This is an optimization exercise on Yosys and OpenROAD, whose aim is small area, a short achievable clock period and few clock cycles, not a production implementation.
Function was checked by simulation only, so behaviour that the tests miss may differ from the original.
Power is estimated from default activity; no workload was simulated.

`flow/design.v`:
```
module SimpleCPU(clk, rst, data_fromRAM, wrEn, addr_toRAM, data_toRAM);
input clk, rst;
input wire [31:0] data_fromRAM;
output reg wrEn;
output reg [9:0] addr_toRAM;
output reg [31:0] data_toRAM;    
localparam S_F0  = 4'd0,   
           S_F1  = 4'd1,   
           S_2   = 4'd2,   
           S_3   = 4'd3,   
           S_4   = 4'd4,   
           S_5   = 4'd5,   
           S_IT  = 4'd6,   
           S_J   = 4'd7,   
           S_BR  = 4'd8,   
           S_NFX = 4'd9,   
           S_NFL = 4'd10,  
           S_NFH = 4'd11;  
localparam OP_ADD = 4'd0, OP_ADDi = 4'd1, OP_NAND = 4'd2, OP_NANDi = 4'd3,
           OP_SRL = 4'd4, OP_SRLi = 4'd5, OP_LT = 4'd6, OP_LTi = 4'd7,
           OP_CP = 4'd8, OP_CPi = 4'd9, OP_CPI = 4'd10, OP_CPIi = 4'd11,
           OP_BZJ = 4'd12, OP_BZJi = 4'd13, OP_MUL = 4'd14, OP_MULi = 4'd15;
reg [3:0]  state;
reg        hz;           
reg [9:0]  pc;
reg [3:0]  op;
reg [9:0]  fa;           
reg [31:0] r2;           
reg [31:0] r3;           
reg        g32;          
reg        bz;           
reg        az;           
wire [31:0] d  = data_fromRAM;
wire [31:0] r1 = data_toRAM;
wire [9:0]  pc1 = pc + 10'd1;
wire st_f1  = state == S_F1;
wire st_2   = state == S_2;
wire st_3   = state == S_3;
wire st_4   = state == S_4;
wire st_5   = state == S_5;
wire st_it  = state == S_IT;
wire st_j   = state == S_J;
wire st_br  = state == S_BR;
wire st_nfx = state == S_NFX;
wire st_nfl = state == S_NFL;
wire st_nf  = state == S_NFX || state == S_NFL || state == S_NFH;
wire op_mul  = op[3:1] == 3'b111;
wire op_alu  = ~op[3];                  
wire op_imm  = op[0];
wire op_srl  = op[3:1] == 3'b010;
wire [32:0] sum;
add32 adder (.a(r1), .b(r2), .s(sum));
wire        lt   = sum[32];
wire        srl_last = g32 | (r2[4:1] == 4'd0);
wire        srl_nz   = ~g32 & (r2[4:0] != 5'd0);
wire r3hz = (r3[31:1] == 31'd0);
wire r2lz = (r2[30:0] == 31'd0);
wire r2z  = r2lz & ~r2[31];
wire mul_last = r3hz | r2lz;
wire jz   = st_j & az;
wire take = (st_f1 & ~hz) | (st_br & ~bz) | jz;
reg [3:0] state_n;
reg       nf;            
always @(*) begin
	nf = 1'b0;
	state_n = state;
	case (state)
	S_F0: state_n = S_F1;
	S_F1: state_n = hz ? S_F0 : S_2;
	S_2:  if (op == OP_CPi) begin nf = 1'b1; state_n = S_NFX; end    
	      else state_n = S_3;
	S_3:  case (op)
		OP_ADDi, OP_NANDi, OP_LTi: begin nf = 1'b1; state_n = S_NFX; end
		OP_SRLi: if (srl_last) begin nf = 1'b1; state_n = S_NFX; end
		         else state_n = S_IT;
		OP_MULi: state_n = S_IT;
		OP_BZJi: state_n = S_J;
		OP_CPIi, OP_CP: begin nf = 1'b1; state_n = S_NFL; end
		default: state_n = S_4;  
	      endcase
	S_4:  case (op)
		OP_SRL: state_n = S_IT;
		OP_MUL: if (r2z) begin nf = 1'b1; state_n = S_NFH; end
		        else state_n = S_IT;
		OP_CPI: state_n = S_5;
		OP_BZJ: state_n = S_BR;
		default: begin nf = 1'b1; state_n = S_NFX; end  
	      endcase
	S_5:  begin nf = 1'b1; state_n = S_NFL; end
	S_IT: if (op[3] ? mul_last : srl_last) begin nf = 1'b1; state_n = S_NFH; end
	S_J:  state_n = jz ? S_2 : S_F0;
	S_BR: state_n = bz ? S_F1 : S_2;
	S_NFX, S_NFL, S_NFH: state_n = S_F1;
	default: state_n = S_F0;
	endcase
end
wire nf_bzj = st_3 & (op == OP_BZJ);
wire pc_inc = nf | nf_bzj;
wire pc_jmp = ~pc_inc & (st_j | (st_br & bz));
wire pc_keep = ~pc_inc & ~pc_jmp;
wire a_a   = take;
wire a_pc1 = ~take & pc_inc;
wire a_b   = ~take & ~pc_inc & st_2;
wire a_ind = ~take & ~pc_inc & st_4 & (op == OP_CPI);
wire a_sum = ~take & ~pc_inc & ~(st_4 & (op == OP_CPI)) & (st_4 | st_j);
wire a_fa  = ~(a_a | a_pc1 | a_b | a_ind | a_sum);
always @(posedge clk) begin
	if (rst) begin
		state <= S_F0;
		pc <= 10'd0;
		addr_toRAM <= 10'd0;
		wrEn <= 1'b0;
		hz <= 1'b0;
	end else begin
		state <= state_n;
		wrEn <= st_nf;
		hz <= st_nf & (fa == pc);
		pc <= ({10{pc_inc}} & pc1) | ({10{pc_jmp}} & sum[9:0]) | ({10{pc_keep}} & pc);
		addr_toRAM <= ({10{a_a}} & d[23:14]) | ({10{a_pc1}} & pc1) | ({10{a_b}} & r2[9:0]) |
		              ({10{a_ind}} & d[9:0]) | ({10{a_sum}} & sum[9:0]) | ({10{a_fa}} & fa);
	end
end
wire op_lt   = ~op[3] & op[2] & op[1];
wire sel_zero = (st_2 & (op_mul | op == OP_BZJ | op == OP_CPi)) | ((st_nfx | st_it) & op_srl & g32);
wire sel_nd   = st_3 & op_lt;
wire sel_d    = (st_3 & ((op_alu & ~op_lt) | op == OP_BZJi)) | st_nfl;
wire sel_sum  = (st_nfx & op[2:1] == 2'b00) | (st_it & op[3] & r3[0]);
wire sel_nand = st_nfx & op[2:1] == 2'b01;
wire sel_lt   = st_nfx & op[2:1] == 2'b11;
wire sel_shr  = (st_nfx | st_it) & op_srl & srl_nz;
wire r1_en = sel_zero | sel_nd | sel_d | sel_sum | sel_nand | sel_lt | sel_shr;
wire [31:0] r1_n = ({32{sel_d}} & d) |
                   ({32{sel_nd}} & ~d) | ({32{sel_sum}} & sum[31:0]) |
                   ({32{sel_nand}} & ~(r1 & r2)) | {31'd0, sel_lt & lt} |
                   ({32{sel_shr}} & {1'b0, r1[31:1]});
wire s2_imm = take;
wire s2_d   = (st_3 & (op_mul | op == OP_BZJ)) | (st_4 & op_alu);
wire s2_shl = st_it & op[3];
wire s2_dec = st_it & ~op[3] & srl_nz;
wire s2_keep = ~(s2_imm | s2_d | s2_shl | s2_dec);
wire [31:0] r2_n = ({32{s2_d}} & d) | ({32{s2_imm}} & {18'd0, d[13:0]}) |
                   ({32{s2_shl}} & {r2[30:0], 1'b0}) |
                   ({32{s2_dec}} & {r2[31:5], r2[4:0] - 5'd1}) |
                   ({32{s2_keep}} & r2);
wire fa_cpii = st_3 & (op == OP_CPIi);
wire fa_keep = ~(take | fa_cpii);
always @(posedge clk) begin
	op <= ({4{take}} & d[31:28]) | ({4{~take}} & op);
	fa <= ({10{take}} & d[23:14]) | ({10{fa_cpii}} & d[9:0]) | ({10{fa_keep}} & fa);
	data_toRAM <= r1_n | ({32{~r1_en}} & r1);
	r2 <= r2_n;
	g32 <= (take & |d[13:5]) | (st_4 & |d[31:5]) | (~take & ~st_4 & g32);
	bz  <= (st_4 & (d == 32'd0)) | (~st_4 & bz);
	az  <= (st_3 & (d[9:0] == 10'd0)) | (~st_3 & az);
	r3 <= ({32{st_4}} & d) | ({32{st_3}} & {18'd0, r2[13:0]}) |
	      ({32{~st_3 & ~st_4}} & {1'b0, r3[31:1]});
end
endmodule
module add32(input [31:0] a, input [31:0] b, output [32:0] s);
  wire [31:0] p0 = a ^ b, g0 = a & b;
  wire [31:0] g1, p1, g2, p2, g3, p3, g4, p4, g5, p5, c;
  genvar i;
  generate for (i = 0; i < 32; i = i + 1) begin : l1
    if (i % 2 == 1) begin
      assign g1[i] = g0[i] | p0[i] & g0[i-1]; assign p1[i] = p0[i] & p0[i-1];
    end else begin
      assign g1[i] = g0[i]; assign p1[i] = p0[i];
    end
  end endgenerate
  generate for (i = 0; i < 32; i = i + 1) begin : l2
    if (i % 4 == 3) begin
      assign g2[i] = g1[i] | p1[i] & g1[i-2]; assign p2[i] = p1[i] & p1[i-2];
    end else begin
      assign g2[i] = g1[i]; assign p2[i] = p1[i];
    end
  end endgenerate
  generate for (i = 0; i < 32; i = i + 1) begin : l3
    if (i % 8 == 7) begin
      assign g3[i] = g2[i] | p2[i] & g2[i-4]; assign p3[i] = p2[i] & p2[i-4];
    end else begin
      assign g3[i] = g2[i]; assign p3[i] = p2[i];
    end
  end endgenerate
  generate for (i = 0; i < 32; i = i + 1) begin : l4
    if (i % 16 == 15) begin
      assign g4[i] = g3[i] | p3[i] & g3[i-8]; assign p4[i] = p3[i] & p3[i-8];
    end else begin
      assign g4[i] = g3[i]; assign p4[i] = p3[i];
    end
  end endgenerate
  generate for (i = 0; i < 32; i = i + 1) begin : l5
    if (i == 31) begin
      assign g5[i] = g4[i] | p4[i] & g4[i-16]; assign p5[i] = p4[i] & p4[i-16];
    end else begin
      assign g5[i] = g4[i]; assign p5[i] = p4[i];
    end
  end endgenerate
  generate for (i = 0; i < 32; i = i + 1) begin : dn
    if (i == 0 || i == 1 || i == 3 || i == 7 || i == 15 || i == 31)
      assign c[i] = g5[i];
    else if (i == 23)
      assign c[i] = g5[i] | p5[i] & c[15];
    else if (i % 8 == 7)
      assign c[i] = g5[i] | p5[i] & c[i-8];
    else if (i % 4 == 3)
      assign c[i] = g5[i] | p5[i] & c[i-4];
    else if (i % 2 == 1)
      assign c[i] = g5[i] | p5[i] & c[i-2];
    else
      assign c[i] = g0[i] | p0[i] & c[i-1];
  end endgenerate
  assign s[0] = p0[0];
  generate for (i = 1; i < 32; i = i + 1) begin : so
    assign s[i] = p0[i] ^ c[i-1];
  end endgenerate
  assign s[32] = c[31];
endmodule
```
`flow/flow/run.sh`:
```
#!/bin/bash
# The standard layout, with plain buffers instead of delay cells on the ports,
# and timing repair aimed at a shorter period than the clock's.
set -euo pipefail
export BUFFER_PORTS_ARGS="-buffer_cell sky130_fd_sc_hd__buf_2"
export SETUP_SLACK_MARGIN=7.75
bash standard.sh > standard.log 2>&1
```
`flow/standard.sh`:
```
#!/bin/bash
# synth_recipe.tcl (not shown) runs the flow's synth.tcl, then flattens the netlist and writes it again
# the make line also repeats each setting of config.mk as NAME=value (left out here)
make -C /OpenROAD-flow-scripts/flow DESIGN_CONFIG=/design/flow/config.mk WORK_HOME=/design/flow/orfs CLKGATE_MAP_FILE= SYNTH_SCRIPT=/design/flow/synth_recipe.tcl "${@:-finish}"
```
`flow/config.mk`:
```
export PLATFORM = sky130hd
export DESIGN_NAME = SimpleCPU
export DESIGN_NICKNAME = SimpleCPU
export VERILOG_FILES = /design/flow/design.v
export SDC_FILE = /design/flow/constraint.sdc
export NUM_CORES = 4
export LEC_CHECK = 0
export ABC_AREA = 1
export CAP_MARGIN = 20
export CORE_MARGIN = 2
export CORE_UTILIZATION = 40
export SLEW_MARGIN = 20
```
`flow/constraint.sdc`:
```
create_clock -name core_clock -period 11.0 [get_ports {clk}]
set_input_delay 2.2000 -clock core_clock [delete_from_list [all_inputs] [get_ports {clk}]]
set_output_delay 2.2000 -clock core_clock [all_outputs]
set_load 0.01 [all_outputs]
```
==> results of run 1 <==
==> cell usage in the layout, fill, tap and decap left out, drive strengths merged, types with 2 or more instances in the layout <==
master / n
o221ai: 35
o2111ai: 6
o31ai: 2
nor3: 13
a211oi: 7
xor2: 18
buf: 84
a22oi: 29
edfxtp: 6
a21o: 2
o21ai: 57
o211ai: 9
nor4: 8
a2111oi: 2
dfxtp: 133
clkinvlp: 2
clkbuf: 24
nand2: 196
a32o: 6
a221o: 4
inv: 167
a21oi: 26
and2: 2
a31oi: 18
xnor2: 11
ha: 35
clkinv: 4
nand4: 33
nor2: 97
a221oi: 17
nand3: 55
fa: 16
o22ai: 41
==> per-layer routing <==
metal	global-route usage [%]	wire length, um	up-vias
met5	0	0	-
met4	8.57	670	0
met3	4.04	1960	44
met2	40.8	12700	338
met1	35.2	12600	3915
li1	-	-	3969
==> cells in the mapped netlist (4+ instances only) <==
master and n:
xor2_1 18, xnor2_1 11, nor3_1 11, o211ai_1 8
dfxtp_1 133, o21ai_0 53, nand3_1 54, buf_4 4
o21ai_1 4, o221ai_1 35, a221oi_1 16, nor2_2 5
nor4_1 8, nand4_1 33, a221o_1 4, o22ai_1 41
fa_1 16, nand2_2 12, nor2_4 6, a22oi_1 28
a21oi_1 25, inv_1 147, a32o_1 6, a211oi_1 7
nand2_1 183, clkbuf_1 26, edfxtp_1 6, a31oi_1 18
nor2_1 84, inv_2 17, o2111ai_1 6, buf_2 10
ha_1 35
==> flip-flops by register name (all words and copies together), names as in the netlist, named ones only <==
name,count
fa,10
state,4
addr_toRAM,10
hz,1
g32,1
data_toRAM,32
r3,32
r2,32
wrEn,1
pc,10
==> timing repair <==
action | in CTS | in global routing
resized for setup | 8 | 20
gates cloned | 1 | 0
endpoints found under the hold margin | 0 | 0
setup endpoints to repair | 31 | 32
pin swaps | 1 | 8
buffers inserted | 0 | 3
==> worst max-delay path by stage <==
stage / depth (start not counted) / to / slack [ns]
5_1_grt: 17 / data_toRAM[15] / 7.63
4_1_cts: 17 / data_toRAM[15] / 7.66
3_5_place_dp: 17 / data_toRAM[15] / 7.44
6_report: 1 / data_toRAM[3] / 7.78
2_1_floorplan: 17 / data_toRAM[15] / 7.92
3_3_place_gp: 17 / data_toRAM[15] / 7.51
==> metrics by stage <==
step | hold slack (ns) | total power [W] | instance area [um^2] | utilization, % | setup WS (ns)
finish | 0.463 | 0.00242 | 9650 | 47.2 | 7.78
global route | 0.490 | 0.00258 | 9650 | 47.2 | 7.63
CTS | 0.465 | 0.00239 | 9560 | 46.8 | 7.66
detailed placement | 0.451 | 0.00179 | 8930 | 43.7 | 7.44
global placement | 0.447 | 0.00179 | 8930 | 43.7 | 7.51
floorplan | 0.429 | 0.00147 | 8390 | - | 7.92
==> cell families (layout without fill, tap and decap cells) <==
logic type | Yosys count | after routing | share of synthesized area [%]
xor+xnor | 29 | 29 | 3.03
simple gates | 406 | 407 | 22.2
fa+ha+maj | 51 | 51 | 9.04
flops | 139 | 139 | 33.9
buf+inv | 210 | 282 | 9.97
compound gates | 264 | 264 | 21.9
==> area by class of cell <==
| cell class | instances | area share [%] |
|---|---|---|
| clock inverters | 8 | 0.817 |
| clock buffers | 24 | 5.42 |
| multi-input cells | 751 | 49.6 |
| repair buffers | 84 | 4.56 |
| flip-flops and latches | 139 | 29.6 |
| well taps | 270 | 3.50 |
| inverters | 166 | 6.48 |
==> report_power, final <==
part	internal (W)	leakage, nW	switching [W]
clock network	0.000355	0.294	0.000232
logic	0.000373	2.88	0.000635
registers	0.000675	1.15	0.000152
==> flow_summary.toml, run 1 <==
[sta]
fin_skew_ns = 0.0100
slew_headroom_pct = 33.5
finalSetupTns_ns = 0
max_freq_mhz = 310
report.final.slew_viol_count = 0
tightest_slew_ns = 0.997
setup_viol = 0
rsz0062_at_grt = "true"
period_share_pct = 29.3
timing.final.hold_violations = 0
fin_crit_ns = 3.22

[floorplanning]
die_w_um = 149
rows = 52
die_h_um = 149
start_util_pct = 41.1
die_area_um2 = 22100
io_pins = 77
core_um2 = 20400

[routing]
drtIter0Drc = 661
drtAntennaViolNets = 0
drt-wirelength-per-cell_um = 19.4
drt_first_pass_iters = 5
wl_mm = 28.0
routed_via_density = 5.73
drcViolationCount = 0
vias = 8266

[final_layout]
multiInputGateArea_um2 = 4790
fin_cells = 1442
syn_to_final_growth_pct = 15.1
drive_gt1_share_pct = 16.0
nets = 1244
num-fill-cells = 2116
seqCellArea_um2 = 2860
diodes = 0

[clock_network]
numCtsBuffers = 17
clockBufferDepth = 2
path_clk_slew_ns = 0.06
cts.htree.levels = 4
clkSinkCount = 139
cts_hold_buf = 0
cts_tree = "done"
clock_latency_ns = 0.43
clock-root-buffer = "clkbuf_16"

[synthesis]
synthArstFlopShare_pct = 0
synth_top_cell_by_area = "dfxtp_1"
synth_top_area_share_pct = 31.7
synthCells = 1099
synthFlopType = "dfxtp_1"
synth_area_per_cell_um2 = 7.63
syn_area_um2 = 8390
ys_seq_area_share_pct = 33.9
synth-edff-count = 6
synth_area_leaders = "dfxtp_1, nand2_1, inv_1"
ys_types = 57
yosysWarnings = 1
syn-num-nets = 1184
synth_seq_cells = 139

[critical_path]
arrival_ns = 1.02
cp_max_fo = 4
timing.rr.end = "data_toRAM[15]"
path_cells = "buf_2"
path_buf_inv = 1
cp_slowest_cell = "dfxtp_1"
start_kind = "flop"
end_kind = "primary output"
critical_path.max_stage_delay_ns = 0.42
cp.required_ns = 8.80
r2r_slack_ns = 7.86
reg2reg_depth = 17
critical_path_class = "flop to primary output"
cp_top_family = "flip-flops"
r2r_start = "r2[0]"
critPathLaunch = "data_toRAM[3]"

[global_route]
grt_pass1_vias = 7814
antenna_found_initial = 0
grt_first_pass_wirelength_mm = 43.9
grt_max_degree = 32
grt_use_total_pct = 25.5
grt-ovfl-total = 0

[min_path]
worstHoldPathType = "flop to flop"
min_from = "r3[31]"
hold_end = "r3[30]"
whs_path_depth = 2

[power]
p_leak_nw = 4.33
vdd_ir_drop_max_v = 0.000131
power.density_nw_per_um2 = 251

[outcome]
outcome = "no timing/DRC/antenna violations"

[placement]
dp_cells = 1406
dpl.hpwl_mm = 20.0
io_buffers = 76
place.gp.congestion = 0.929

[flow_run]
drv_cap = 0
Testbench counts, summed over its fixed seeds: cycles 252,232.
==> run 2, diff against run 1 <==
==> flow/flow/run.sh (replaced) <==
#!/bin/bash
# The standard layout, with plain buffers instead of delay cells on the ports,
# and timing repair aimed at a shorter period than the clock's.
set -euo pipefail
export BUFFER_PORTS_ARGS="-buffer_cell sky130_fd_sc_hd__buf_2"
export SETUP_SLACK_MARGIN=7.85
bash standard.sh > standard.log 2>&1
==> run 2 against run 1 <==
Against the previous run:
- largest cell class unchanged
- final cell count up 0.55%
- flip-flop and latch count unchanged
- core utilization up 0.89 points
- area after synthesis unchanged
- clock-buffer cell count unchanged
- global-route usage about the same
- design area up 1.9%
==> flow_summary.toml, run 2 <==
[synthesis]
synthFlopType = "dfxtp_1"
synth_compound_area_share_pct = 21.9
ys_types = 57
ys_seq_area_share_pct = 33.9
syn-num-nets = 1184
synth-edff-count = 6
yosysWarnings = 1
synth_area_per_cell_um2 = 7.63
synth_top_cell_by_area = "dfxtp_1"
synth_simple_gate_area_share_pct = 22.2
syn_area_um2 = 8390
synth_top_area_share_pct = 31.7
synthCells = 1099
synthArstFlopShare_pct = 0
synth_top_family_by_area = "simple AND/OR/NAND/NOR gates"
synth_seq_cells = 139
synthAdderAreaFrac_pct = 9.04
synth_common_cells = "nand2_1, inv_1, dfxtp_1"
synth_xor_area_share_pct = 3.03
yosysMostFrequentCell = "nand2_1"
synth_area_leaders = "dfxtp_1, nand2_1, inv_1"
synthMuxAreaShare_pct = 0

[sta]
setup_viol = 0
fin_crit_ns = 3.20
timing.final.hold_violations = 0
report.final.slew_viol_count = 0
period_share_pct = 29.1
fin_skew_ns = 0.00603
finalSetupTns_ns = 0
slew_headroom_pct = 33.5
rsz0062_at_grt = "true"
max_freq_mhz = 313
tightest_slew_ns = 0.996

[power]
switching_share_pct = 41.7
p_leak_nw = 4.38
vdd_ir_drop_max_v = 0.000138
power.density_nw_per_um2 = 252
p_sw_w = 0.00103
intPower_w = 0.00144
seqPwrFrac_pct = 33.9
pwr-share-comb_pct = 42.3
p_clk_share_pct = 23.7

[clock_network]
clkSinkCount = 139
path_clk_slew_ns = 0.06
cts_tree = "done"
clockBufferDepth = 2
clock-root-buffer = "clkbuf_16"
clock_latency_ns = 0.43
numCtsBuffers = 17
cts.htree.levels = 4
cts_hold_buf = 0

[floorplanning]
core_um2 = 20400
die_h_um = 149
io_pins = 77
start_util_pct = 41.1
rows = 52
die_area_um2 = 22100
die_w_um = 149

[outcome]
outcome = "no timing/DRC/antenna violations"

[routing]
drtAntennaViolNets = 0
drt_first_pass_iters = 5
drcViolationCount = 0
routed_via_density = 5.73
drt-wirelength-per-cell_um = 19.5
drtIter0Drc = 775
vias = 8304
wl_mm = 28.3

[placement]
dpl.hpwl_mm = 20.0
place_area_um2 = 8930
dp_cells = 1406
io_buffers = 76
place.gp.congestion = 0.929

[critical_path]
cp.required_ns = 8.80
cp_max_fo = 4
path_buf_inv = 1
critical_path_class = "flop to primary output"
path_cells = "buf_2"
cp_slowest_cell = "dfxtp_1"
critical_path.max_stage_delay_ns = 0.40
arrival_ns = 1.00
end_kind = "primary output"
start_kind = "flop"
cp_top_family = "flip-flops"

[final_layout]
syn_to_final_growth_pct = 17.2
multiInputGateArea_um2 = 4840
drive_gt1_share_pct = 20.0
final_area_um2 = 9830
fin_cells = 1450
final_common_cell = "nand2_1"
num-fill-cells = 2091
top_regs = "data_toRAM (32), r2 (32), r3 (32)"
nets = 1252
seqCellArea_um2 = 2910
final_cell_mix = "nand2_1, inv_1, dfxtp_1"
diodes = 0

[global_route]
grt_use_total_pct = 25.6
grt_pass1_vias = 7826
grt-ovfl-total = 0
grt_max_degree = 32
grt_first_pass_wirelength_mm = 43.9
antenna_found_initial = 0

[min_path]
worstHoldPathType = "flop to flop"

[flow_run]
drv_cap = 0
[run 2: through the flow]
step           utilization [%]  worst slack (ns)  power [W]  hold slack [ns]
3_3_place_gp              43.7              7.51    0.00179            0.447
4_1_cts                   47.1              7.76    0.00241            0.465
5_1_grt                   48.1              7.76    0.00264            0.490
6_report                  48.1              7.80    0.00248            0.461
3_5_place_dp              43.7              7.44    0.00179            0.451
2_1_floorplan                -              7.92    0.00147            0.429
[run 2: cell type report]
cell class | count | share of cell area (%)
repair buffers | 91 | 5.18
clock inverters | 8 | 0.802
clock buffers | 24 | 5.32
multi-input cells | 752 | 49.2
inverters | 166 | 6.40
flip-flops and latches | 139 | 29.6
well taps | 270 | 3.44
[run 2: power by group through the flow]
stage	Sequential (W)	Combinational, W	Clock [W]
3_5_place_dp	0.000828	0.000964	0
2_1_floorplan	0.000817	0.000656	0
4_1_cts	0.000830	0.000984	0.000593
3_3_place_gp	0.000828	0.000963	0
5_1_grt	0.000859	0.00117	0.000613
6_report	0.000841	0.00105	0.000589
[run 2: logic make-up (layout without fill, tap and decap cells)]
| group | count (synthesis) | after routing |
|---|---|---|
| AO/OA/AOI/OAI | 264 | 264 |
| XOR/XNOR | 29 | 29 |
| adder cells (fa/ha/maj) | 51 | 51 |
| buffers and inverters | 210 | 289 |
| flip-flops | 139 | 139 |
| AND/OR/NAND/NOR | 406 | 408 |
[run 2: routing by layer]
layer,routed length [um],track usage [%],up-vias
met4,651,8.57,0
met3,2040,4.04,40
met1,12600,35.3,3939
li1,-,-,3998
met2,12900,40.9,327
met5,0,0,-
[run 2: timing repair]
action                                 CTS  global route
endpoints found under the hold margin    0             0
cloned                                   1             1
resized for setup                       43            43
setup buffers                            2             8
setup endpoints to repair               59            46
pin swaps                                2            19
[run 2: path summary, 6_finish.rpt]
path / startpoint / end / slack, ns / depth (start not counted)
hold / removal: r3[31] / r3[30] / 0.46 / 2
hold reg to reg: r3[31] / r3[30] / 0.46 / 2
setup reg to reg: r2[0] / data_toRAM[12] / 7.90 / 17
setup / recovery: data_toRAM[15] / data_toRAM[15] / 7.80 / 1
==> run 3, diff against run 2 <==
--- a/flow/config.mk
+++ b/flow/config.mk
@@ -9,4 +9,5 @@
 export CAP_MARGIN = 20
 export CORE_MARGIN = 2
 export CORE_UTILIZATION = 40
+export CTS_BUF_LIST = sky130_fd_sc_hd__clkbuf_8
 export SLEW_MARGIN = 20
==> run 3 against run 2 <==
Against the previous run:
- via count increased by 1.6%
- clock skew increased by 0.013 ns
- global-route usage increased by 0.20 points
- setup slack improved by 0.032 ns
- maximum frequency increased by 1.0%
- area after synthesis unchanged
==> flow_summary.toml, run 3 <==
[power]
power.density_nw_per_um2 = 245
intPower_w = 0.00139
vdd_ir_drop_max_v = 0.000112
p_clk_share_pct = 18.4
switching_share_pct = 42.7
p_leak_nw = 4.45
pwr-share-comb_pct = 47.8
seqPwrFrac_pct = 33.8
p_sw_w = 0.00104

[critical_path]
r2r_slack_ns = 7.92
path_cells = "buf_4"
cp-endpoint = "data_toRAM[0]"
critical_path_class = "flop to primary output"
cp_slowest_cell = "dfxtp_4"
cp_max_fo = 3
cp_top_family = "flip-flops"
path_depth = 1
critPathLaunch = "data_toRAM[0]"
critical_path.max_stage_delay_ns = 0.36
reg2reg_depth = 17
start_kind = "flop"
cp.required_ns = 8.80
path_buf_inv = 1
r2r_start = "r2[0]"
arrival_ns = 0.96
end_kind = "primary output"
timing.rr.end = "data_toRAM[12]"

[synthesis]
synth_top_cell_by_area = "dfxtp_1"
synth_top_area_share_pct = 31.7
synthCells = 1099
syn-num-nets = 1184
ys_seq_area_share_pct = 33.9
synth_area_leaders = "dfxtp_1, nand2_1, inv_1"
synth_area_per_cell_um2 = 7.63
synth_common_cells = "nand2_1, inv_1, dfxtp_1"
yosysWarnings = 1
synth-edff-count = 6
ys_types = 57
synth_seq_cells = 139
synthArstFlopShare_pct = 0
syn_area_um2 = 8390
yosysMostFrequentCell = "nand2_1"
synthFlopType = "dfxtp_1"

[clock_network]
cts_hold_buf = 0
cts.htree.levels = 4
clockBufferDepth = 2
clock-root-buffer = "clkbuf_8"
clock_latency_ns = 0.47
clkSinkCount = 139
numCtsBuffers = 17
path_clk_slew_ns = 0.07
cts_tree = "done"

[final_layout]
final_cell_mix = "nand2_1, inv_1, dfxtp_1"
drive_gt1_share_pct = 21.6
final_common_cell = "nand2_1"
syn_to_final_growth_pct = 18.4
nets = 1278
diodes = 0
top_regs = "data_toRAM (32), r2 (32), r3 (32)"
utilization_pct = 48.6

[sta]
max_freq_mhz = 316
slew_headroom_pct = 33.0
hold_slack_ns = 0.471
tightest_slew_ns = 1.00
timing.final.hold_violations = 0
period_share_pct = 28.8
fin_skew_ns = 0.0192
rsz0062_at_grt = "true"
fin_crit_ns = 3.16
setup_viol = 0
finalSetupTns_ns = 0
report.final.slew_viol_count = 0

[floorplanning]
die_w_um = 149
rows = 52
core_um2 = 20400
io_pins = 77
die_h_um = 149
start_util_pct = 41.1
die_area_um2 = 22100

[routing]
wl_mm = 28.6
drt_first_pass_iters = 7
routed_via_density = 5.71
vias = 8434
drtAntennaViolNets = 0
drt-wirelength-per-cell_um = 19.4
drtIter0Drc = 697
drcViolationCount = 0

[placement]
io_buffers = 76
place.gp.congestion = 0.929
dpl.hpwl_mm = 20.0

[min_path]
worstHoldPathType = "flop to flop"
whs_path_depth = 2

[global_route]
grt_use_total_pct = 25.8
antenna_found_initial = 0
grt_pass1_vias = 7966
grt-ovfl-total = 0
grt_first_pass_wirelength_mm = 44.5
grt_max_degree = 32

[flow_run]
drv_cap = 0

[outcome]
outcome = "no timing/DRC/antenna violations"
run 3: cell counts after synthesis:
No cell type changed its count.
run 3: worst min-delay path: stages (launching register included):
cell and delay, ns:
dfxtp_1 0.34, nand2_1 0.05, o21ai_0 0.05
run 3: power groups by stage:
stage	clock, W	combinational, W	sequential [W]
after floorplan	0	0.000656	0.000817
after global placement	0	0.000963	0.000828
after detailed placement	0	0.000964	0.000828
final	0.000447	0.00116	0.000822
after CTS	0.000448	0.00107	0.000807
after global routing	0.000468	0.00129	0.000838
run 3: cells by family after synthesis:
group	Yosys count	share of synthesized area [%]
AND/OR/NAND/NOR	406	22.2
XOR/XNOR	29	3.03
flip-flops	139	33.9
AO/OA/AOI/OAI	264	21.9
buffers and inverters	210	9.97
adder cells (fa/ha/maj)	51	9.04
run 3: final cells by class:
cell class	count	area (um^2)
well taps	270	338
fillers	2114	10500
repair buffers	117	797
clock inverters	10	113
clock buffers	22	303
multi-input cells	752	4840
inverters	166	629
flip-flops and latches	139	2910
run 3: worst min-delay path by stage:
| stage | start | end | slack (ns) |
|---|---|---|---|
| after global routing | r3[26] | r3[25] | 0.49 |
| after CTS | r3[31] | r3[30] | 0.47 |
| after floorplan | r3[17] | r3[16] | 0.43 |
| final | r3[15] | r3[14] | 0.47 |
| after detailed placement | r3[31] | r3[30] | 0.45 |
| after global placement | r3[31] | r3[30] | 0.45 |
run 3: what timing repair did:
action                                  in CTS  in global routing
gates cloned                                 1                  1
endpoints found under the setup margin      63                 45
resized for setup                           53                 44
pin swaps                                    2                 15
hold endpoints to repair                     0                  0
buffers inserted                            26                 10
run 3: metrics by stage:
step	cell area (um^2)	worst slack, ns	total power, W	instances
global placement	8930	7.51	0.00179	1406
global route	9930	7.77	0.00259	1476
CTS	9660	7.76	0.00232	1465
detailed placement	8930	7.44	0.00179	1406
finish	9930	7.84	0.00243	1476
floorplan	8390	7.92	0.00147	1099
run 3: per-layer routing:
layer / global-route usage [%] / part of all wire, % / routed length [um] / vias up
met2: 42.1 / 46 / 13300 / 288
met5: 0 / 0 / 0 / -
met3: 4.37 / 6.2 / 1760 / 36
met1: 35.2 / 46 / 13100 / 4072
li1: - / - / - / 4038
met4: 7.43 / 1.8 / 519 / 0
==> run 4, diff against run 3 <==
--- a/flow/config.mk
+++ b/flow/config.mk
@@ -9,5 +9,5 @@
 export CAP_MARGIN = 20
 export CORE_MARGIN = 2
 export CORE_UTILIZATION = 40
-export CTS_BUF_LIST = sky130_fd_sc_hd__clkbuf_8
+export CTS_BUF_LIST = sky130_fd_sc_hd__clkbuf_4 sky130_fd_sc_hd__clkbuf_8 sky130_fd_sc_hd__clkbuf_16
 export SLEW_MARGIN = 20
==> run 4 against run 3 <==
Against the previous run:
- still clean
- synthesized cell count unchanged
- wire length down 1.1%
- sequential power up 2%
- area after synthesis unchanged
- flip-flop and latch count unchanged
- clock-buffer cell count up 2
- non-clock buffer count down 26
- hold slack worse by 0.012 ns
- register-to-register slack worse by 0.02 ns
- die area unchanged
- clock skew down 0.013 ns
==> flow_summary.toml, run 4 <==
[synthesis]
synthArstFlopShare_pct = 0
ys_types = 57
synth_area_per_cell_um2 = 7.63
ys_seq_area_share_pct = 33.9
synth_common_cells = "nand2_1, inv_1, dfxtp_1"
syn_area_um2 = 8390
synth_seq_cells = 139
synthCells = 1099
synth_area_leaders = "dfxtp_1, nand2_1, inv_1"
synthFlopType = "dfxtp_1"
yosysWarnings = 1
yosysMostFrequentCell = "nand2_1"
synth_top_area_share_pct = 31.7
synth_top_cell_by_area = "dfxtp_1"
synth-edff-count = 6
syn-num-nets = 1184

[critical_path]
start_kind = "flop"
cp_slowest_cell = "dfxtp_1"
arrival_ns = 1.00
cp_max_fo = 4
end_kind = "primary output"
path_buf_inv = 1
cp.required_ns = 8.80
critical_path.max_stage_delay_ns = 0.40
path_cells = "buf_2"
cp_top_family = "flip-flops"
critical_path_class = "flop to primary output"

[global_route]
antenna_found_initial = 0
grt_pass1_vias = 7826
grt_use_total_pct = 25.6
grt-ovfl-total = 0
grt_max_degree = 32
grt_first_pass_wirelength_mm = 43.9

[routing]
vias = 8317
drcViolationCount = 0
drtAntennaViolNets = 0
wl_mm = 28.3
drt_first_pass_iters = 5
routed_via_density = 5.74
drtIter0Drc = 776
drt-wirelength-per-cell_um = 19.5

[flow_run]
drv_cap = 0

[clock_network]
path_clk_slew_ns = 0.06
clock_latency_ns = 0.43
numCtsBuffers = 17
cts.htree.levels = 4
clockBufferDepth = 2
clkSinkCount = 139
cts_hold_buf = 0
cts_tree = "done"
clock-root-buffer = "clkbuf_16"

[floorplanning]
rows = 52
die_w_um = 149
io_pins = 77
start_util_pct = 41.1
die_h_um = 149
core_um2 = 20400
die_area_um2 = 22100

[placement]
io_buffers = 76
pre_cts_ws_ns = 7.44
place.gp.congestion = 0.929
dpl.hpwl_mm = 20.0

[final_layout]
nets = 1252
final_common_cell = "nand2_1"
final_cell_mix = "nand2_1, inv_1, dfxtp_1"
top_regs = "data_toRAM (32), r2 (32), r3 (32)"
syn_to_final_growth_pct = 17.3
drive_gt1_share_pct = 20.1
diodes = 0

[sta]
fin_skew_ns = 0.00642
max_freq_mhz = 313
report.final.slew_viol_count = 0
fin_ws_ns = 7.80
fin_crit_ns = 3.20
rsz0062_at_grt = "true"
period_share_pct = 29.1
setup_viol = 0
tightest_slew_ns = 0.999
timing.final.hold_violations = 0
finalSetupTns_ns = 0
slew_headroom_pct = 33.3

[power]
vdd_ir_drop_max_v = 0.000138
p_leak_nw = 4.39
power.density_nw_per_um2 = 252

[outcome]
outcome = "no timing/DRC/antenna violations"

[min_path]
worstHoldPathType = "flop to flop"
[run 4: logic make-up after synthesis]
family          share of synthesized area (%)
flops                                    33.9
fa+ha+maj                                9.04
compound gates                           21.9
xor+xnor                                 3.03
simple gates                             22.2
buf+inv                                  9.97
[run 4: final timing paths]
path	endpoint	start	cells after the start	slack [ns]
worst min register to register	r3[30]	r3[31]	2	0.46
worst max-delay path	data_toRAM[15]	data_toRAM[15]	1	7.80
worst max register to register	data_toRAM[12]	r2[0]	17	7.90
worst min-delay path	r3[30]	r3[31]	2	0.46
[run 4: layout make-up]
type / instances / area, um^2
fillers: 2089 / 10600
repair buffers: 91 / 509
multi-input cells: 752 / 4840
clock inverters: 8 / 78.8
clock buffers: 24 / 527
flip-flops and latches: 139 / 2910
well taps: 270 / 338
inverters: 166 / 629
[run 4: metal layers]
layer / global-route usage (%) / up-vias / part of all wire, %
li1: - / 4000 / -
met1: 35.3 / 3936 / 45
met2: 40.9 / 339 / 46
met3: 4.04 / 42 / 7.4
met4: 8.57 / 0 / 2.3
met5: 0 / - / 0
[run 4: metrics by stage]
| stage | cells | total power, W | hold WS (ns) | utilization [%] | instance area (um^2) |
|---|---|---|---|---|---|
| CTS | 1441 | 0.00241 | 0.465 | 47.2 | 9640 |
| detailed placement | 1406 | 0.00179 | 0.451 | 43.7 | 8930 |
| finish | 1450 | 0.00248 | 0.460 | 48.2 | 9840 |
| floorplan | 1099 | 0.00147 | 0.429 | - | 8390 |
| global placement | 1406 | 0.00179 | 0.447 | 43.7 | 8930 |
| global route | 1450 | 0.00264 | 0.490 | 48.2 | 9840 |
[run 4: what timing repair did]
item,in CTS,in global routing
setup endpoints to repair,59,46
gates resized for setup,43,43
gates cloned,1,1
buffers inserted,2,8
pin swaps,2,19
[run 4: power by group]
group / switching [W] / internal, W
clock: 0.000234 / 0.000358
sequential: 0.000151 / 0.000690
combinational: 0.000652 / 0.000399
==> run 5, diff against run 4 <==
==> flow/flow/run.sh (replaced) <==
#!/bin/bash
# The standard layout, with plain buffers instead of delay cells on the ports,
# and timing repair aimed at a shorter period than the clock's.
set -euo pipefail
export BUFFER_PORTS_ARGS="-buffer_cell sky130_fd_sc_hd__buf_2"
export SETUP_SLACK_MARGIN=7.7
bash standard.sh > standard.log 2>&1
--- a/flow/config.mk
+++ b/flow/config.mk
@@ -9,5 +9,4 @@
 export CAP_MARGIN = 20
 export CORE_MARGIN = 2
 export CORE_UTILIZATION = 40
-export CTS_BUF_LIST = sky130_fd_sc_hd__clkbuf_4 sky130_fd_sc_hd__clkbuf_8 sky130_fd_sc_hd__clkbuf_16
 export SLEW_MARGIN = 20
==> run 5 against run 4 <==
Against the previous run:
- largest power group unchanged
- global-route usage fell by 0.052 points
- clock skew up 0.0024 ns
- maximum frequency shrank 1.4%
- clock-buffer cell count unchanged
- combinational power fell by 6%
- flip-flop and latch count is the same
- non-clock buffer count fell by 8
- clock power down 1%
==> flow_summary.toml, run 5 <==
[min_path]
worstHoldPathType = "flop to flop"
whs_path_depth = 2

[synthesis]
synth_area_leaders = "dfxtp_1, nand2_1, inv_1"
synth-edff-count = 6
synth_top_area_share_pct = 31.7
synth_top_cell_by_area = "dfxtp_1"
yosysMostFrequentCell = "nand2_1"
synth_seq_cells = 139
synth_common_cells = "nand2_1, inv_1, dfxtp_1"
syn-num-nets = 1184
synth_area_per_cell_um2 = 7.63
syn_area_um2 = 8390
ys_seq_area_share_pct = 33.9
synthCells = 1099
synthFlopType = "dfxtp_1"
synthArstFlopShare_pct = 0
yosysWarnings = 1
ys_types = 57

[sta]
slew_headroom_pct = 33.7
finalSetupTns_ns = 0
fin_skew_ns = 0.00880
tightest_slew_ns = 0.993
period_share_pct = 29.5
max_freq_mhz = 308
timing.final.hold_violations = 0
rsz0062_at_grt = "true"
setup_viol = 0
report.final.slew_viol_count = 0
fin_crit_ns = 3.24

[power]
seqPwrFrac_pct = 34.3
total_power_w = 0.00240
p_sw_w = 0.00101
switching_share_pct = 42.1
pwr-share-comb_pct = 41.3
intPower_w = 0.00139
p_clk_share_pct = 24.4
p_leak_nw = 4.32
vdd_ir_drop_max_v = 0.000130
power.density_nw_per_um2 = 250

[critical_path]
path_buf_inv = 1
end_kind = "primary output"
cp.required_ns = 8.80
cp_slowest_cell = "dfxtp_1"
cp_max_fo = 5
cp_top_family = "flip-flops"
start_kind = "flop"
reg2reg_depth = 17
critical_path.max_stage_delay_ns = 0.44
critical_path_class = "flop to primary output"
r2r_slack_ns = 7.82
arrival_ns = 1.04
path_cells = "buf_2"
path_depth = 1

[floorplanning]
start_util_pct = 41.1
core_um2 = 20400
die_h_um = 149
die_w_um = 149
rows = 52
die_area_um2 = 22100
io_pins = 77

[global_route]
grt_first_pass_wirelength_mm = 43.9
grt_max_degree = 32
use_met3_pct = 4.04
grt_busiest_layer = "met2"
use_met1_pct = 35.2
grt_pass1_vias = 7814
global_route.usage.met2_pct = 40.8
antenna_found_initial = 0
grt_use_total_pct = 25.5
grt-ovfl-total = 0

[routing]
wl_mm = 28.0
drt-wirelength-per-cell_um = 19.4
drcViolationCount = 0
drt_first_pass_iters = 5
vias = 8256
drtIter0Drc = 727
drtAntennaViolNets = 0
routed_via_density = 5.73

[placement]
io_buffers = 76
dpl.hpwl_mm = 20.0
place_area_um2 = 8930
place.gp.congestion = 0.929

[clock_network]
cts_tree = "done"
cts_hold_buf = 0
cts.htree.levels = 4
clock-root-buffer = "clkbuf_16"
path_clk_slew_ns = 0.06
clkSinkCount = 139
numCtsBuffers = 17
clockBufferDepth = 2
clock_latency_ns = 0.43

[final_layout]
final_common_cell = "nand2_1"
nets = 1243
final_area_um2 = 9600
top_regs = "data_toRAM (32), r2 (32), r3 (32)"
utilization_pct = 47.0
diodes = 0
final_cell_mix = "nand2_1, inv_1, dfxtp_1"
drive_gt1_share_pct = 15.4
num-fill-cells = 2122
syn_to_final_growth_pct = 14.5

[flow_run]
drv_cap = 0

[outcome]
outcome = "no timing/DRC/antenna violations"
==> run 5: cell counts after synthesis <==
Identical to the previous run, type by type.
==> run 5: path summary, 6_finish.rpt <==
path,endpoint,from
worst max-delay path,data_toRAM[28],data_toRAM[28]
worst min-delay path,r3[14],r3[15]
worst max register to register,data_toRAM[15],r2[0]
worst min register to register,r3[14],r3[15]
==> run 5: cells by family after synthesis <==
logic type	share of synthesized area [%]
xor+xnor	3.03
buf+inv	9.97
compound gates	21.9
simple gates	22.2
flops	33.9
fa+ha+maj	9.04
==> run 5: final cells by class <==
| type | instances | area [um^2] | area share [%] |
|---|---|---|---|
| Clock inverter | 8 | 78.8 | 0.821 |
| Multi-Input combinational cell | 751 | 4760 | 49.6 |
| Sequential cell | 139 | 2850 | 29.6 |
| Tap cell | 270 | 338 | 3.52 |
| Clock buffer | 24 | 523 | 5.45 |
| Timing Repair Buffer | 83 | 433 | 4.51 |
| Inverter | 166 | 626 | 6.51 |
==> run 5: power groups by stage <==
stage               combinational, W  sequential, W  clock, W
CTS                         0.000973       0.000819  0.000593
detailed placement          0.000964       0.000828         0
global route                 0.00111       0.000842  0.000612
floorplan                   0.000656       0.000817         0
global placement            0.000963       0.000828         0
finish                      0.000992       0.000825  0.000586
==> run 5: through the flow <==
stage                     hold slack (ns)  cells  setup slack [ns]
final                               0.464   1441              7.76
after global routing                0.490   1441              7.58
after CTS                           0.465   1439              7.66
after detailed placement            0.451   1406              7.44
after global placement              0.447   1406              7.51
after floorplan                     0.429   1099              7.92
==> run 5: worst reg2reg max path, delay by kind of cell (launching register included) <==
family	cells	cell delay (ns)
AOI/OAI and AO/OA	8	1.25
xor gates and xnor gates	1	0.15
adders and majority gates	3	0.92
buffers and inverters	3	0.21
DFF	1	0.36
and+or+nand+nor	2	0.17
==> run 5: timing repair <==
| item | CTS | global route |
|---|---|---|
| setup buffers | 0 | 2 |
| cloned | 1 | 0 |
| pin swaps | 1 | 5 |
| gates resized for setup | 6 | 11 |
| endpoints found under the setup margin | 30 | 30 |
==> run 5: layer usage <==
metal | wire (um) | up-vias
li1 | - | 3972
met1 | 12500 | 3917
met2 | 12600 | 322
met3 | 2130 | 45
met4 | 680 | 0
met5 | 0 | -
==> run 6, diff against run 5 <==
==> flow/flow/run.sh (replaced) <==
#!/bin/bash
# The standard layout, with plain buffers instead of delay cells on the ports,
# and timing repair aimed at a shorter period than the clock's.
set -euo pipefail
export BUFFER_PORTS_ARGS="-buffer_cell sky130_fd_sc_hd__buf_2"
export SETUP_SLACK_MARGIN=7.8
bash standard.sh > standard.log 2>&1
--- a/flow/config.mk
+++ b/flow/config.mk
@@ -9,4 +9,5 @@
 export CAP_MARGIN = 20
 export CORE_MARGIN = 2
 export CORE_UTILIZATION = 40
+export GPL_TIMING_DRIVEN = 0
 export SLEW_MARGIN = 20
==> run 6 against run 5 <==
Against the previous run:
- combinational power up 8%
- flip-flop and latch count is the same
- clock-buffer cell count shrank 6
- clock skew increased by 0.0033 ns
- non-clock buffer count rose by 45
- via count up 3.2%
- maximum frequency grew 0.72%
- synthesized cell count unchanged
- sequential share of layout area is 0.71 points lower
- critical path depth grew 1
- register-to-register slack gained 0.04 ns
- core utilization rose by 1.8 points
- critical path type unchanged
==> flow_summary.toml, run 6 <==
[outcome]
outcome = "no timing/DRC/antenna violations"

[floorplanning]
die_w_um = 149
io_pins = 77
die_area_um2 = 22100
die_h_um = 149
core_um2 = 20400
start_util_pct = 41.1
rows = 52

[global_route]
antenna_found_initial = 0
global_route.usage.met2_pct = 43.1
use_met3_pct = 5.54
grt-ovfl-total = 0
grt_max_degree = 17
grt_pass1_vias = 8269
grt_use_total_pct = 27.1
grt_busiest_layer = "met2"
use_met1_pct = 36.4
grt_first_pass_wirelength_mm = 45.9

[critical_path]
arrival_ns = 1.02
cp.required_ns = 8.80
reg2reg_depth = 18
critical_path_class = "flop to primary output"
cp_slowest_cell = "dfxtp_4"
critPathLaunch = "data_toRAM[0]"
crit_top_cell = "buf_6"
end_kind = "primary output"
path_buf_inv = 2
cp_top_family = "flip-flops"
cp_max_fo = 3
start_kind = "flop"
critical_path.max_stage_delay_ns = 0.36
path_cells = "buf_6 -> buf_6"
timing.rr.end = "data_toRAM[24]"
r2r_start = "data_toRAM[0]"
r2r_slack_ns = 7.86

[sta]
timing.final.hold_violations = 0
period_share_pct = 29.3
finalSetupTns_ns = 0
rsz0062_at_grt = "true"
tightest_slew_ns = 0.955
slew_headroom_pct = 36.3
fin_crit_ns = 3.22
fin_skew_ns = 0.0121
report.final.slew_viol_count = 0
setup_viol = 0
max_freq_mhz = 311

[synthesis]
synth_seq_cells = 139
ys_seq_area_share_pct = 33.9
synth_top_cell_by_area = "dfxtp_1"
yosysWarnings = 1
synth_area_per_cell_um2 = 7.63
synthArstFlopShare_pct = 0
synth-edff-count = 6
syn-num-nets = 1184
ys_types = 57
synthFlopType = "dfxtp_1"
synth_common_cells = "nand2_1, inv_1, dfxtp_1"
synth_area_leaders = "dfxtp_1, nand2_1, inv_1"
yosysMostFrequentCell = "nand2_1"
synthCells = 1099
synth_top_area_share_pct = 31.7
syn_area_um2 = 8390

[final_layout]
top_regs = "data_toRAM (32), r2 (32), r3 (32)"
multiInputGateArea_um2 = 4850
syn_to_final_growth_pct = 18.8
nets = 1287
final_cell_mix = "nand2_1, inv_1, dfxtp_1"
diodes = 0
final_common_cell = "nand2_1"
drive_gt1_share_pct = 19.3
num-fill-cells = 2091
final_area_um2 = 9970
seqCellArea_um2 = 2880

[clock_network]
clockBufferDepth = 2
cts_tree = "done"
cts_hold_buf = 0
clock-root-buffer = "clkbuf_16"
clkSinkCount = 139
numCtsBuffers = 17
clock_latency_ns = 0.44
cts.htree.levels = 4
path_clk_slew_ns = 0.06

[flow_run]
drv_cap = 0

[min_path]
whs_path_depth = 2
min_from = "r3[7]"
worstHoldPathType = "flop to flop"
hold_end = "r3[6]"

[placement]
place_area_um2 = 9100
io_buffers = 76
dpl.hpwl_mm = 22.2
place.gp.congestion = 0.880

[routing]
drt-wirelength-per-cell_um = 19.9
drcViolationCount = 0
drtIter0Drc = 877
routed_via_density = 5.74
vias = 8523
drt_first_pass_iters = 5
drtAntennaViolNets = 0
wl_mm = 29.6

[power]
power.density_nw_per_um2 = 252
vdd_ir_drop_max_v = 0.000138
p_leak_nw = 4.46
==> run 6: cell count changes in the layout (fill, tap and decap cells not counted), moves of 4 or more <==
cell,previous run,this run
dfxtp_4,0,4
dfxtp_1,131,110
buf_2,76,85
buf_6,0,5
clkbuf_1,1,26
dfxtp_2,2,19
clkbuf_8,5,1
==> run 6: report_power, final <==
part	switching (W)	leakage (nW)	total (W)	internal [W]
combinational	0.000666	3.01	0.00107	0.000406
sequential	0.000152	1.16	0.000834	0.000682
clock	0.000240	0.295	0.000603	0.000363
total	0.00106	4.46	0.00251	0.00145
==> run 6: final cells by class <==
| class | instances | area share (%) |
|---|---|---|
| clock inverter | 13 | 1.68 |
| inverter | 166 | 6.28 |
| sequential | 139 | 28.9 |
| timing repair buffer | 84 | 4.56 |
| multi-input combinational | 750 | 48.7 |
| tap | 270 | 3.39 |
| clock buffer | 18 | 4.41 |
| buffer | 44 | 2.11 |
==> run 6: routing by layer <==
metal / wire [um] / part of all wire, % / up-vias
li1: - / - / 4053
met1: 13000 / 44 / 4044
met2: 13500 / 46 / 353
met3: 2160 / 7.3 / 73
met4: 954 / 3.2 / 0
met5: 0 / 0 / -
==> run 6: cell families (layout without fill, tap and decap cells) <==
kind of cell	Yosys count	count (layout)	synth area share, %
DFF	139	139	33.9
xor gates and xnor gates	29	29	3.03
and+or+nand+nor	406	406	22.2
buffers and inverters	210	325	9.97
adders and majority gates	51	51	9.04
AOI/OAI and AO/OA	264	264	21.9
==> run 6: worst min-delay path, cell delays in order (launching register included) <==
cell      delay [ns]
dfxtp_1         0.32
nand2_1         0.05
o221ai_1        0.05
==> run 6: repair_timing <==
| item | CTS | global route |
|---|---|---|
| setup endpoints to repair | 32 | 24 |
| resized for setup | 37 | 30 |
| setup buffers | 5 | 3 |
| pin swaps | 8 | 12 |
==> run 6: how the worst max path moves through the flow <==
stage                           to  slack, ns  depth (start not counted)
finish               data_toRAM[0]       7.78                          2
global route        data_toRAM[24]       7.76                         18
CTS                  data_toRAM[0]       7.78                          2
detailed placement  data_toRAM[30]       7.24                         17
global placement    data_toRAM[15]       7.27                         17
floorplan           data_toRAM[15]       7.92                         17
==> run 6: stage by stage <==
stage / total power [W] / setup slack (ns) / hold WS (ns) / std cells / util [%]
2_1_floorplan: 0.00147 / 7.92 / 0.429 / 1099 / -
3_3_place_gp: 0.00180 / 7.27 / 0.448 / 1445 / 44.6
3_5_place_dp: 0.00181 / 7.24 / 0.448 / 1445 / 44.6
4_1_cts: 0.00246 / 7.78 / 0.462 / 1481 / 48.2
5_1_grt: 0.00266 / 7.76 / 0.485 / 1484 / 48.8
6_report: 0.00251 / 7.78 / 0.457 / 1484 / 48.8
==> run 7, diff against run 6 <==
--- a/flow/config.mk
+++ b/flow/config.mk
@@ -9,5 +9,5 @@
 export CAP_MARGIN = 20
 export CORE_MARGIN = 2
 export CORE_UTILIZATION = 40
-export GPL_TIMING_DRIVEN = 0
+export GPL_ROUTABILITY_DRIVEN = 0
 export SLEW_MARGIN = 20
==> run 7 against run 6 <==
Against the previous run:
- highest routed layer unchanged
- flip-flop and latch count stayed put
- hold slack improved by 0.0066 ns
- sequential share of layout area increased by 0.68 points
- combinational power decreased by 4%
- largest power group unchanged
- synthesized cell count unchanged
- wire length fell by 4.7%
- critical path type unchanged
- setup slack better by 0.028 ns
- clock power shrank 3%
- still clean on timing, DRC and antenna
- register-to-register slack improved by 0.07 ns
- critical path depth is 1 lower
- clock skew fell by 0.0027 ns
==> flow_summary.toml, run 7 <==
[outcome]
outcome = "no timing/DRC/antenna violations"

[final_layout]
top_regs = "data_toRAM (32), r2 (32), r3 (32)"
diodes = 0
final_cell_mix = "nand2_1, inv_1, dfxtp_1"
final_common_cell = "nand2_1"
num-fill-cells = 2111
fin_cells = 1446
nets = 1248
drive_gt1_share_pct = 17.9
syn_to_final_growth_pct = 15.7
utilization_pct = 47.5

[placement]
dp_cells = 1406
io_buffers = 76
pre_cts_ws_ns = 7.44
dpl.hpwl_mm = 20.0

[critical_path]
path_buf_inv = 1
end_kind = "primary output"
cp_top_family = "flip-flops"
arrival_ns = 0.99
critical_path.max_stage_delay_ns = 0.41
start_kind = "flop"
cp_max_fo = 4
critical_path_class = "flop to primary output"
cp.required_ns = 8.80
path_cells = "buf_2"
cp_slowest_cell = "dfxtp_1"

[power]
p_leak_nw = 4.35
power.density_nw_per_um2 = 252
pwr-share-comb_pct = 41.9
p_sw_w = 0.00103
intPower_w = 0.00142
switching_share_pct = 42.0
p_clk_share_pct = 24.0
seqPwrFrac_pct = 34.1
vdd_ir_drop_max_v = 0.000135

[global_route]
grt_use_total_pct = 25.5
grt_first_pass_wirelength_mm = 43.9
grt_max_degree = 32
grt-ovfl-total = 0
antenna_found_initial = 0
grt_pass1_vias = 7816

[sta]
report.final.slew_viol_count = 0
fin_crit_ns = 3.19
rsz0062_at_grt = "true"
setup_viol = 0
hold_slack_ns = 0.464
slew_headroom_pct = 32.7
finalSetupTns_ns = 0
timing.final.hold_violations = 0
fin_ws_ns = 7.81
tightest_slew_ns = 1.01
fin_skew_ns = 0.00943
max_freq_mhz = 313
period_share_pct = 29.0

[flow_run]
drv_cap = 0

[clock_network]
numCtsBuffers = 17
clkSinkCount = 139
cts_tree = "done"
clock-root-buffer = "clkbuf_16"
path_clk_slew_ns = 0.06
clockBufferDepth = 2
clock_latency_ns = 0.43
cts.htree.levels = 4

[floorplanning]
io_pins = 77
start_util_pct = 41.1
core_um2 = 20400
rows = 52
die_h_um = 149
die_area_um2 = 22100
die_w_um = 149

[routing]
drcViolationCount = 0
routed_via_density = 5.74
vias = 8305
drt-wirelength-per-cell_um = 19.5
wl_mm = 28.2
drtIter0Drc = 766
drtAntennaViolNets = 0
drt_first_pass_iters = 5

[synthesis]
synthCells = 1099
synth_top_area_share_pct = 31.7
syn_area_um2 = 8390
yosysMostFrequentCell = "nand2_1"
yosysWarnings = 1
synth_area_per_cell_um2 = 7.63
synth_area_leaders = "dfxtp_1, nand2_1, inv_1"
syn-num-nets = 1184
synthFlopType = "dfxtp_1"
synth-edff-count = 6
synth_common_cells = "nand2_1, inv_1, dfxtp_1"
synth_top_cell_by_area = "dfxtp_1"
ys_types = 57
synth_seq_cells = 139
synthArstFlopShare_pct = 0
ys_seq_area_share_pct = 33.9

[min_path]
worstHoldPathType = "flop to flop"
==> run 7: cell types whose count changed in the layout (fill, tap and decap cells not counted), sizes merged <==
| cell | before | now |
|---|---|---|
| clkinv | 6 | 4 |
| bufinv | 3 | 1 |
| clkbuf | 46 | 24 |
| buf | 100 | 87 |
| inv | 168 | 167 |
| nor2 | 96 | 98 |
==> run 7: repair_timing <==
| action | 4_1_cts | 5_1_grt |
|---|---|---|
| buffers inserted | 1 | 5 |
| gates cloned | 1 | 1 |
| hold endpoints to repair | 0 | 0 |
| hold buffers | 0 | 0 |
| setup endpoints to repair | 40 | 33 |
| pin swaps | 2 | 13 |
| resized for setup | 18 | 29 |
==> run 7: through the flow <==
| step | total power (W) | instance area, um^2 |
|---|---|---|
| after floorplan | 0.00147 | 8390 |
| after global placement | 0.00179 | 8930 |
| after detailed placement | 0.00179 | 8930 |
| after CTS | 0.00239 | 9580 |
| after global routing | 0.00261 | 9700 |
| final | 0.00245 | 9700 |
==> run 7: layout make-up <==
class	instances	area (um^2)	share of cell area, %
Timing Repair Buffer	87	465	4.80
Clock inverter	8	78.8	0.812
Inverter	166	626	6.45
Multi-Input combinational cell	752	4800	49.5
Tap cell	270	338	3.48
Clock buffer	24	523	5.39
Sequential cell	139	2870	29.6
==> run 7: cells by family after synthesis <==
| group | after synthesis | synth area share (%) |
|---|---|---|
| adder cells (fa/ha/maj) | 51 | 9.04 |
| AO/OA/AOI/OAI | 264 | 21.9 |
| AND/OR/NAND/NOR | 406 | 22.2 |
| buffers and inverters | 210 | 9.97 |
| flip-flops | 139 | 33.9 |
| XOR/XNOR | 29 | 3.03 |
==> run 7: routing by layer <==
layer  global-route usage [%]  up-vias  routed length [um]
li1                         -     3982                   -
met1                     35.2     3945               12700
met2                     40.8      333               12800
met3                     4.04       45                1990
met4                     8.57        0                 682
met5                        0        -                   0
==> run 7: final timing paths <==
kind	to	from	slack [ns]	cells after the start
max	data_toRAM[15]	data_toRAM[15]	7.81	1
min	r3[30]	r3[31]	0.46	2
max reg2reg	data_toRAM[12]	r2[0]	7.93	17
min reg2reg	r3[30]	r3[31]	0.46	2
==> run 7: power groups by stage <==
| stage | clock (W) | sequential, W | combinational, W |
|---|---|---|---|
| global route | 0.000613 | 0.000853 | 0.00114 |
| CTS | 0.000593 | 0.000823 | 0.000973 |
| detailed placement | 0 | 0.000828 | 0.000964 |
| global placement | 0 | 0.000828 | 0.000963 |
| finish | 0.000587 | 0.000834 | 0.00103 |
| floorplan | 0 | 0.000817 | 0.000656 |
==> run 7: tightest hold or removal path: stages (launching register included) <==
cell,delay [ns]
dfxtp_1,0.33
nand2_1,0.05
o21ai_0,0.05
==> run 8, diff against run 7 <==
--- a/flow/config.mk
+++ b/flow/config.mk
@@ -9,5 +9,4 @@
 export CAP_MARGIN = 20
 export CORE_MARGIN = 2
 export CORE_UTILIZATION = 40
-export GPL_ROUTABILITY_DRIVEN = 0
 export SLEW_MARGIN = 20
==> run 8 against run 7 <==
Against the previous run:
- still clean
- largest cell class unchanged
- critical path depth stayed put
- first-iteration DRC count stayed put
- flip-flop and latch count stayed put
==> flow_summary.toml, run 8 <==
[routing]
drt_first_pass_iters = 5
vias = 8305
drcViolationCount = 0
drt-wirelength-per-cell_um = 19.5
wl_mm = 28.2
drtAntennaViolNets = 0
routed_via_density = 5.74
drtIter0Drc = 766

[critical_path]
path_buf_inv = 1
critical_path.max_stage_delay_ns = 0.41
reg2reg_depth = 17
r2r_start = "r2[0]"
start_kind = "flop"
cp_top_family = "flip-flops"
critPathLaunch = "data_toRAM[15]"
end_kind = "primary output"
cp.required_ns = 8.80
critical_path_class = "flop to primary output"
path_cells = "buf_2"
r2r_slack_ns = 7.93
cp_max_fo = 4
path_depth = 1
arrival_ns = 0.99
cp-endpoint = "data_toRAM[15]"
cp_slowest_cell = "dfxtp_1"
timing.rr.end = "data_toRAM[12]"

[synthesis]
ys_types = 57
ys_seq_area_share_pct = 33.9
synth-edff-count = 6
syn_area_um2 = 8390
synth_area_leaders = "dfxtp_1, nand2_1, inv_1"
synthFlopType = "dfxtp_1"
syn-num-nets = 1184
synth_common_cells = "nand2_1, inv_1, dfxtp_1"
yosysMostFrequentCell = "nand2_1"
synth_top_cell_by_area = "dfxtp_1"
synth_top_area_share_pct = 31.7
synth_seq_cells = 139
synthCells = 1099
synth_area_per_cell_um2 = 7.63
yosysWarnings = 1
synthArstFlopShare_pct = 0

[power]
total_power_w = 0.00245
switching_share_pct = 42.0
power.density_nw_per_um2 = 252
vdd_ir_drop_max_v = 0.000135
intPower_w = 0.00142
pwr-share-comb_pct = 41.9
p_sw_w = 0.00103
p_clk_share_pct = 24.0
p_leak_nw = 4.35
seqPwrFrac_pct = 34.1

[final_layout]
nets = 1248
utilization_pct = 47.5
final_common_cell = "nand2_1"
drive_gt1_share_pct = 17.9
top_regs = "data_toRAM (32), r2 (32), r3 (32)"
final_cell_mix = "nand2_1, inv_1, dfxtp_1"
diodes = 0
syn_to_final_growth_pct = 15.7

[sta]
setup_viol = 0
fin_skew_ns = 0.00943
hold_slack_ns = 0.464
timing.final.hold_violations = 0
fin_crit_ns = 3.19
period_share_pct = 29.0
report.final.slew_viol_count = 0
finalSetupTns_ns = 0
rsz0062_at_grt = "true"
slew_headroom_pct = 32.7
tightest_slew_ns = 1.01
max_freq_mhz = 313

[global_route]
antenna_found_initial = 0
grt_first_pass_wirelength_mm = 43.9
grt_pass1_vias = 7816
grt_use_total_pct = 25.5
grt_max_degree = 32
grt-ovfl-total = 0

[floorplanning]
start_util_pct = 41.1
die_h_um = 149
die_area_um2 = 22100
die_w_um = 149
core_um2 = 20400
rows = 52
io_pins = 77

[outcome]
outcome = "no timing/DRC/antenna violations"

[clock_network]
numCtsBuffers = 17
cts_hold_buf = 0
clkSinkCount = 139
clockBufferDepth = 2
cts_tree = "done"
cts.htree.levels = 4
clock-root-buffer = "clkbuf_16"
path_clk_slew_ns = 0.06
clock_latency_ns = 0.43

[placement]
dpl.hpwl_mm = 20.0
place.gp.congestion = 0.929
io_buffers = 76

[min_path]
worstHoldPathType = "flop to flop"

[flow_run]
drv_cap = 0
## run 8: worst min path at each step
stage / slack, ns / start / end / depth (start not counted)
3_5_place_dp: 0.45 / r3[31] / r3[30] / 2
4_1_cts: 0.46 / r3[31] / r3[30] / 2
2_1_floorplan: 0.43 / r3[17] / r3[16] / 2
3_3_place_gp: 0.45 / r3[31] / r3[30] / 2
5_1_grt: 0.49 / r3[26] / r3[25] / 2
6_report: 0.46 / r3[31] / r3[30] / 2
## run 8: cells by family after synthesis
kind of cell | count (synthesis) | synth area share, %
xor gates and xnor gates | 29 | 3.03
DFF | 139 | 33.9
adders and majority gates | 51 | 9.04
AOI/OAI and AO/OA | 264 | 21.9
buffers and inverters | 210 | 9.97
and+or+nand+nor | 406 | 22.2
## run 8: what timing repair did
action | in CTS | in global routing
gates resized for setup | 18 | 29
setup endpoints to repair | 40 | 33
gates cloned | 1 | 1
endpoints found under the hold margin | 0 | 0
setup buffers | 1 | 5
pin swaps | 2 | 13
## run 8: cell type report
class | instances | area [um^2]
fillers | 2111 | 10700
multi-input cells | 752 | 4800
flip-flops and latches | 139 | 2870
inverters | 166 | 626
clock buffers | 24 | 523
repair buffers | 87 | 465
well taps | 270 | 338
clock inverters | 8 | 78.8
## run 8: power by group through the flow
stage	registers, W	clock network [W]	logic (W)
after global placement	0.000828	0	0.000963
final	0.000834	0.000587	0.00103
after CTS	0.000823	0.000593	0.000973
after floorplan	0.000817	0	0.000656
after global routing	0.000853	0.000613	0.00114
after detailed placement	0.000828	0	0.000964
## run 8: metal layers
layer / wire length [um] / up-vias / global-route usage [%] / part of all wire (%)
met5: 0 / - / 0 / 0
met4: 682 / 0 / 8.57 / 2.4
met3: 1990 / 45 / 4.04 / 7.1
met2: 12800 / 333 / 40.8 / 45
met1: 12700 / 3945 / 35.2 / 45
li1: - / 3982 / - / -
## run 8: worst min-delay path, stage by stage (launching register included)
cell     delay [ns]
dfxtp_1        0.33
nand2_1        0.05
o21ai_0        0.05
## run 8: metrics by stage
stage,setup WS (ns),std cells,cell area (um^2)
2_1_floorplan,7.92,1099,8390
3_3_place_gp,7.51,1406,8930
3_5_place_dp,7.44,1406,8930
4_1_cts,7.69,1440,9580
5_1_grt,7.76,1446,9700
6_report,7.81,1446,9700

[separate check: timing with driven ports]
The flow's constraints put no driver on any port. The routed layouts listed below were extracted and timed again, unchanged, in two steps.
Step 1 sets driving cells, clkbuf_16 on the clock port and buf_2 on the other inputs (assumed; they add their load-dependent delay and slew).
Step 2 adds t to the input delays and takes it off the output delays; t is the mean of the earliest and latest rising clock arrival at the registers after step 1. Input paths then give back, and output paths get back, about the clock's delay inside the block.
Three values: ideal ports, drivers, drivers and shift; two values: the first two.
run	t, ns	setup slack, ns	hold WS [ns]	worst setup path at the end	clock arrival spread, ns
run 1	0.475	7.779 / 7.731 / 7.514	0.463 / 0.463 / 0.463	input to register	0.010 / 0.010
run 2	0.477	7.803 / 7.755 / 7.566	0.461 / 0.461 / 0.461	input to register	0.006 / 0.006
run 3	0.499	7.835 / 7.793 / 7.522	0.471 / 0.471 / 0.471	input to register	0.019 / 0.019
run 4	0.477	7.803 / 7.756 / 7.570	0.460 / 0.460 / 0.460	input to register	0.007 / 0.006
run 5	0.472	7.757 / 7.710 / 7.510	0.464 / 0.464 / 0.464	input to register	0.009 / 0.008
run 6	0.481	7.780 / 7.733 / 7.454	0.457 / 0.457 / 0.457	input to register	0.012 / 0.012
run 7	0.473	7.807 / 7.759 / 7.502	0.464 / 0.464 / 0.464	input to register	0.009 / 0.010
run 8	0.473	7.807 / 7.759 / 7.502	0.464 / 0.464 / 0.464	input to register	0.009 / 0.010
After both steps every run listed still meets setup and hold. The setup slack of run 6, which loses most, moves by -0.047 ns with the drivers and by -0.326 ns with both steps.
